What follows belongs to an exercise in optimizing a design on an open flow for small area; a production flow would make more cautious choices.
The flow treats the clock pin as an ideal source. Dropping or thinning the clock tree relies on that and would not hold on a real chip.
Power is estimated from default activity; no workload was simulated.

== rev 12 ==
==> flow/design.v <==
module Scrambler(input clk, input rst, input bit_in, output scramb_bit);
	reg [6:0] state;
	wire feedback = state[6] ^ state[3];
	assign scramb_bit = bit_in ^ feedback;
	always @(posedge clk)
	begin
		if (rst)
			state <= 7'b1000000;
		else
			state <= {state[5:0], feedback};
	end
endmodule
module encoder(input en, input in_bit, input [13:0] hist, output coded);
    wire common = hist[3] ^ hist[4] ^ hist[11] ^ hist[12];
    assign coded = common ^ (en ? (in_bit ^ hist[8] ^ hist[13])
                                : (hist[0] ^ hist[2] ^ hist[5] ^ hist[6] ^ hist[9]));
endmodule
module Interleaver(input clk, input rst, input in_bit, input [1:0] q,
                   input [3:0] b, input valid, output reg out_bit,
                   output [13:0] hist);
    reg [15:0] d0;
    always @(posedge clk, posedge rst)
        if (rst)
            d0[13:0] <= 14'd0;
        else
            d0[13:0] <= {d0[12:0], in_bit};
    always @(posedge clk)
        d0[15:14] <= d0[14:13];
    assign hist = d0[13:0];
    wire sel_s8_1 = (!b[3]);
    reg [7:0] line_s8_1;
    wire out_s8_1 = sel_s8_1 ? d0[15] : line_s8_1[7];
    wire li_s8_1 = sel_s8_1 ? line_s8_1[7] : d0[15];
    always @(posedge clk)
        line_s8_1 <= {line_s8_1[6:0], li_s8_1};
    wire sel_s8_2 = (q == 2'd0 && !b[0] && !b[1] && !b[2]) || (q == 2'd0 && !b[0] && b[1] && b[2]) || (q == 2'd0 && b[0] && b[1] && !b[2]) || (q == 2'd1 && !b[0] && !b[1] && b[2]) || (q == 2'd1 && b[0] && !b[1] && !b[2]) || (q == 2'd1 && b[0] && b[1] && b[2]) || (q == 2'd2 && !b[0] && b[1] && !b[2]) || (q == 2'd2 && b[0] && !b[1] && b[2]);
    reg [7:0] line_s8_2;
    wire out_s8_2 = sel_s8_2 ? out_s8_1 : line_s8_2[7];
    wire li_s8_2 = sel_s8_2 ? line_s8_2[7] : out_s8_1;
    always @(posedge clk)
        line_s8_2 <= {line_s8_2[6:0], li_s8_2};
    wire sel_s4_1 = (!b[2]);
    reg [3:0] line_s4_1;
    wire out_s4_1 = sel_s4_1 ? out_s8_2 : line_s4_1[3];
    wire li_s4_1 = sel_s4_1 ? line_s4_1[3] : out_s8_2;
    always @(posedge clk)
        line_s4_1 <= {line_s4_1[2:0], li_s4_1};
    wire sel_s4_2 = (q == 2'd0 && !b[0] && !b[1]) || (q == 2'd0 && b[0] && b[1]) || (q == 2'd1 && b[0] && !b[1]) || (q == 2'd2 && !b[0] && b[1]);
    reg [3:0] line_s4_2;
    wire out_s4_2 = sel_s4_2 ? out_s4_1 : line_s4_2[3];
    wire li_s4_2 = sel_s4_2 ? line_s4_2[3] : out_s4_1;
    always @(posedge clk)
        line_s4_2 <= {line_s4_2[2:0], li_s4_2};
    wire sel_s2_1 = (!b[1]);
    reg [1:0] line_s2_1;
    wire out_s2_1 = sel_s2_1 ? out_s4_2 : line_s2_1[1];
    wire li_s2_1 = sel_s2_1 ? line_s2_1[1] : out_s4_2;
    always @(posedge clk)
        line_s2_1 <= {line_s2_1[0:0], li_s2_1};
    wire sel_s2_2 = (q == 2'd0 && !b[0]) || (q == 2'd1 && b[0]);
    reg [1:0] line_s2_2;
    wire out_s2_2 = sel_s2_2 ? out_s2_1 : line_s2_2[1];
    wire li_s2_2 = sel_s2_2 ? line_s2_2[1] : out_s2_1;
    always @(posedge clk)
        line_s2_2 <= {line_s2_2[0:0], li_s2_2};
    wire sel_s1_1 = (!b[0]);
    reg line_s1_1;
    wire out_s1_1 = sel_s1_1 ? out_s2_2 : line_s1_1;
    wire li_s1_1 = sel_s1_1 ? line_s1_1 : out_s2_2;
    always @(posedge clk)
        line_s1_1 <= li_s1_1;
    wire sel_s1_2 = (q == 2'd0);
    reg line_s1_2;
    wire out_s1_2 = sel_s1_2 ? out_s1_1 : line_s1_2;
    wire li_s1_2 = sel_s1_2 ? line_s1_2 : out_s1_1;
    always @(posedge clk)
        line_s1_2 <= li_s1_2;
    reg [1:0] d1;
    always @(posedge clk)
        d1 <= {d1[0:0], out_s1_2};
    always @(posedge clk)
        out_bit <= valid & d1[1];
endmodule
module wifi_tx (
    input  wire clk,
    input  wire rst,         
    input  wire data_in,     
    output wire in_ready,
    output wire tx_bit
);
    reg [1:0] q;
    reg [3:0] b;
    reg       valid;         
    always @(posedge clk) begin
        if (rst) begin
            q     <= 2'd0;
            b     <= 4'd0;
            valid <= 1'b0;
        end else begin
            q <= q[1] ? 2'd0 : q + 2'd1;
            b <= b + 4'd1;
            if (q[1] && b == 4'd15)      
                valid <= 1'b1;
        end
    end
    assign in_ready = ~b[0];
    wire scramb_bit;
    wire coded;
    wire [13:0] hist;
    Scrambler u_scr (
        .clk(clk), .rst(rst),
        .bit_in(data_in), .scramb_bit(scramb_bit)
    );
    encoder u_enc (
        .en(in_ready), .in_bit(scramb_bit), .hist(hist), .coded(coded)
    );
    Interleaver u_int (
        .clk(clk), .rst(rst), .in_bit(coded), .q(q), .b(b),
        .valid(valid), .out_bit(tx_bit), .hist(hist)
    );
endmodule
export LEC_CHECK = 0
export CAP_MARGIN = 20
export CORE_MARGIN = 2
export CORE_UTILIZATION = 40
export SLEW_MARGIN = 20
create_clock -name core_clock -period 5.0 [get_ports {clk}]
standard.sh (not shown) runs the stock make flow with config.mk's settings and CLKGATE_MAP_FILE= SYNTH_SCRIPT=/design/flow/synth_recipe.tcl, a recipe that flattens the netlist after the stock synthesis.
==> flow/flow/run.sh <==
#!/bin/bash
# The standard layout, except that the clock tree is a single clock buffer
# driving every register (see cts_single.tcl), and the ports are buffered
# with the smallest buffer.
set -euo pipefail
here=$(pwd)
export CTS_GROUPS=3
export CTS_CELL=sky130_fd_sc_hd__clkbuf_16
export PRE_CTS_TCL="$here/flow/cts_single.tcl"
export BUFFER_PORTS_ARGS="-buffer_cell sky130_fd_sc_hd__buf_1"
bash standard.sh > "$here/standard.log" 2>&1
==> flow/flow/cts_single.tcl <==
# Sourced by ORFS's cts.tcl just before it runs clock_tree_synthesis: replace
# that command with a flat clock tree. The clock pins are split into
# CTS_GROUPS groups by location (k-means), and each group gets one buffer of
# type CTS_CELL, driven straight from the clock port and placed at the
# middle of its group (the detailed placement that follows in cts.tcl
# legalises it).
# (This file is sourced inside a proc, hence the global names.)
rename ::clock_tree_synthesis ::orfs_clock_tree_synthesis
proc ::clock_tree_synthesis { args } {
  set cts_groups 4
  set cts_cell sky130_fd_sc_hd__clkbuf_8
  if { [info exists ::env(CTS_GROUPS)] } { set cts_groups $::env(CTS_GROUPS) }
  if { [info exists ::env(CTS_CELL)] } { set cts_cell $::env(CTS_CELL) }
  set block [ord::get_db_block]
  set clk_port [lindex [get_property [lindex [all_clocks] 0] sources] 0]
  set clk_net [$block findNet [get_full_name $clk_port]]
  set master [[ord::get_db] findMaster $cts_cell]

  set sinks {}
  foreach it [$clk_net getITerms] {
    set loc [[$it getInst] getLocation]
    lappend sinks [list $it [lindex $loc 0] [lindex $loc 1]]
  }
  set n [llength $sinks]
  set k $cts_groups
  # k-means, seeded with sinks spread along the sorted x order
  set sorted [lsort -integer -index 1 $sinks]
  set cx {}
  set cy {}
  for { set g 0 } { $g < $k } { incr g } {
    set s [lindex $sorted [expr {int(($g + 0.5) * $n / $k)}]]
    lappend cx [lindex $s 1]
    lappend cy [lindex $s 2]
  }
  for { set iter 0 } { $iter < 50 } { incr iter } {
    set assign {}
    foreach s $sinks {
      set best 0
      set bd -1
      for { set g 0 } { $g < $k } { incr g } {
        set d [expr {abs([lindex $s 1] - [lindex $cx $g]) + abs([lindex $s 2] - [lindex $cy $g])}]
        if { $bd < 0 || $d < $bd } { set bd $d; set best $g }
      }
      lappend assign $best
    }
    for { set g 0 } { $g < $k } { incr g } {
      set sx 0; set sy 0; set m 0
      foreach s $sinks a $assign {
        if { $a == $g } {
          set sx [expr {$sx + [lindex $s 1]}]
          set sy [expr {$sy + [lindex $s 2]}]
          incr m
        }
      }
      if { $m > 0 } {
        lset cx $g [expr {$sx / $m}]
        lset cy $g [expr {$sy / $m}]
      }
    }
  }
  for { set g 0 } { $g < $k } { incr g } {
    set buf [odb::dbInst_create $block $master clkbuf_root_$g]
    set net [odb::dbNet_create $block clk_root_$g]
    $net setSigType CLOCK
    set m 0
    foreach s $sinks a $assign {
      if { $a == $g } {
        set it [lindex $s 0]
        $it disconnect
        $it connect $net
        incr m
      }
    }
    [$buf findITerm A] connect $clk_net
    [$buf findITerm X] connect $net
    $buf setLocation [lindex $cx $g] [lindex $cy $g]
    $buf setPlacementStatus PLACED
    puts "cts_single: clkbuf_root_$g ($cts_cell) drives $m clock pins"
  }
  set_propagated_clock [all_clocks]
}
Rev 12 ran to completion and came out clean on the timing, DRC and antenna checks.
Changes in rev 13 relative to rev 12:
--- a/flow/flow/run.sh
+++ b/flow/flow/run.sh
@@ -7,2 +7,2 @@
-export CTS_GROUPS=3
-export CTS_CELL=sky130_fd_sc_hd__clkbuf_16
+export CTS_GROUPS=4
+export CTS_CELL=sky130_fd_sc_hd__clkbuf_8
Notes after the runs:
Rev 13: setup slack of the critical path after layout is 37 ps lower than what rev 12 reported.
Compare rev 13 and rev 12 | wire length on met3 lower: rev 12
Wire length after detailed routing, rev 13 and rev 12: higher on rev 13
Share of the clock period used by the worst path after layout: lower on rev 12
Growth of design area from synthesis to finish (lower): rev 13
In the route summary, rev 13 ends up with a via count exceeding that of rev 12.
No functional check of the RTL was part of any run of this note. In every run of this note, the design's own scripts or RTL, not TritonCTS, make the clock network.

========
== P ==
Another version of the RTL of wifi_tx (not shown whole).
For scale: about 69 flip-flops, roughly 5 I/O pins, roughly 2100 um2 of cells after synthesis.
==> flow/design.v (excerpt) <==
module wifi_tx (
    input  wire clk,
    input  wire rst,         
    input  wire data_in,     
    output wire in_ready,
    output wire tx_bit
);
Settings: LEC_CHECK=0, CAP_MARGIN=20, CORE_MARGIN=2, CORE_UTILIZATION=40, CTS_BUF_LIST=sky130_fd_sc_hd__clkbuf_16, CTS_CLUSTER_DIAMETER=500, CTS_CLUSTER_SIZE=70, SLEW_MARGIN=20; clock period 5.0 ns.
run.sh (not shown) runs the stock make flow with config.mk's settings and CLKGATE_MAP_FILE= SYNTH_SCRIPT=/design/flow/synth_recipe.tcl, a recipe that flattens the netlist after the stock synthesis.
Stock flow here: none of the scripts above is used.
Relative to P, the following input files were edited for Q:
--- a/flow/config.mk
+++ b/flow/config.mk
@@ -11,3 +11 @@
-export CTS_BUF_LIST = sky130_fd_sc_hd__clkbuf_16
-export CTS_CLUSTER_DIAMETER = 500
-export CTS_CLUSTER_SIZE = 70
+export CTS_BUF_LIST = sky130_fd_sc_hd__clkbuf_4
==> summary.txt <==
- Q completed end to end with timing, DRC and antenna clean.
- P -> Q: number of antenna violations at the first check in global routing flat
- Summary of Q over P: clock insertion delay at the later pin of the skew report now larger; worst hold slack rose by 0.0031 ns; cell-internal power down 20%; utilization shrank by 3.0 points; clock skew increased by 0.0041 ns relative to the old numbers.
- Q: multi-input gate share of total cell area 1.7 points above P
- | setup slack | lower: Q |
- For the ratio of final minimum period to clock period, Q came in 1.9 points higher than P did.
- | routed wire length | Q vs P | 0.41% lower |
- Diff P -> Q | proportion of cell area spent on the clock network | decrease of 5.9 points
[inputs] R vs Q
--- a/flow/config.mk
+++ b/flow/config.mk
@@ -11 +11,3 @@
-export CTS_BUF_LIST = sky130_fd_sc_hd__clkbuf_4
+export CTS_BUF_LIST = sky130_fd_sc_hd__clkbuf_8
+export CTS_CLUSTER_DIAMETER = 500
+export CTS_CLUSTER_SIZE = 40
## What came out
In the tables for Q and R, post-route core utilization reads lower with Q.
Compared to Q, R has number of vias per cell 0.068 higher.
Area: R vs Q -> R larger
Reported net switching power deteriorates in R relative to Q.
Via total after detailed routing, Q and R: lower on Q
Compared with Q, R shows setup slack of the worst register-to-register path higher by 0.02 ns.
The run showing the greater first-iteration DRC count is Q.
Routed wire length: R vs Q down about 1.2%
R vs. Q: power density over cell area up 35 nW/um2; overall power after layout up 0.13 mW.
Function was not checked in any run of this note: the RTL went through the layout flow alone.

[static timing again, ports no longer ideal]
How much do the figures lean on ideal ports? The routed layouts below were timed once more, with nothing changed but the port constraints.
Step 1, drivers: a clkbuf_16 drives clk and a buf_2 each remaining input, both assumed.
Step 2 adds t to the input delays and takes it off the output delays; t is the mean of the earliest and latest rising clock arrival at the registers after step 1. Input paths then give back, and output paths get back, about the clock's delay inside the block.
Three values: no drivers, after step 1, after step 2; two values: the first two.
| run | shift t [ns] | setup WS [ns] | worst setup path at the end |
|---|---|---|---|
| rev 12 | 0.201 | 2.850 / 2.850 / 2.800 | input to register |
| rev 13 | 0.201 | 2.813 / 2.813 / 2.813 | register to register |
| P | 0.353 | 2.170 / 2.138 / 2.491 | register to output |
| Q | 0.415 | 2.076 / 2.051 / 2.467 | register to output |
| R | 0.358 | 2.162 / 2.136 / 2.494 | register to output |
After both steps every run listed still meets setup and hold. For rev 12, which loses most, drivers alone change the setup slack by 0.000 ns; drivers and shift together by -0.050 ns.
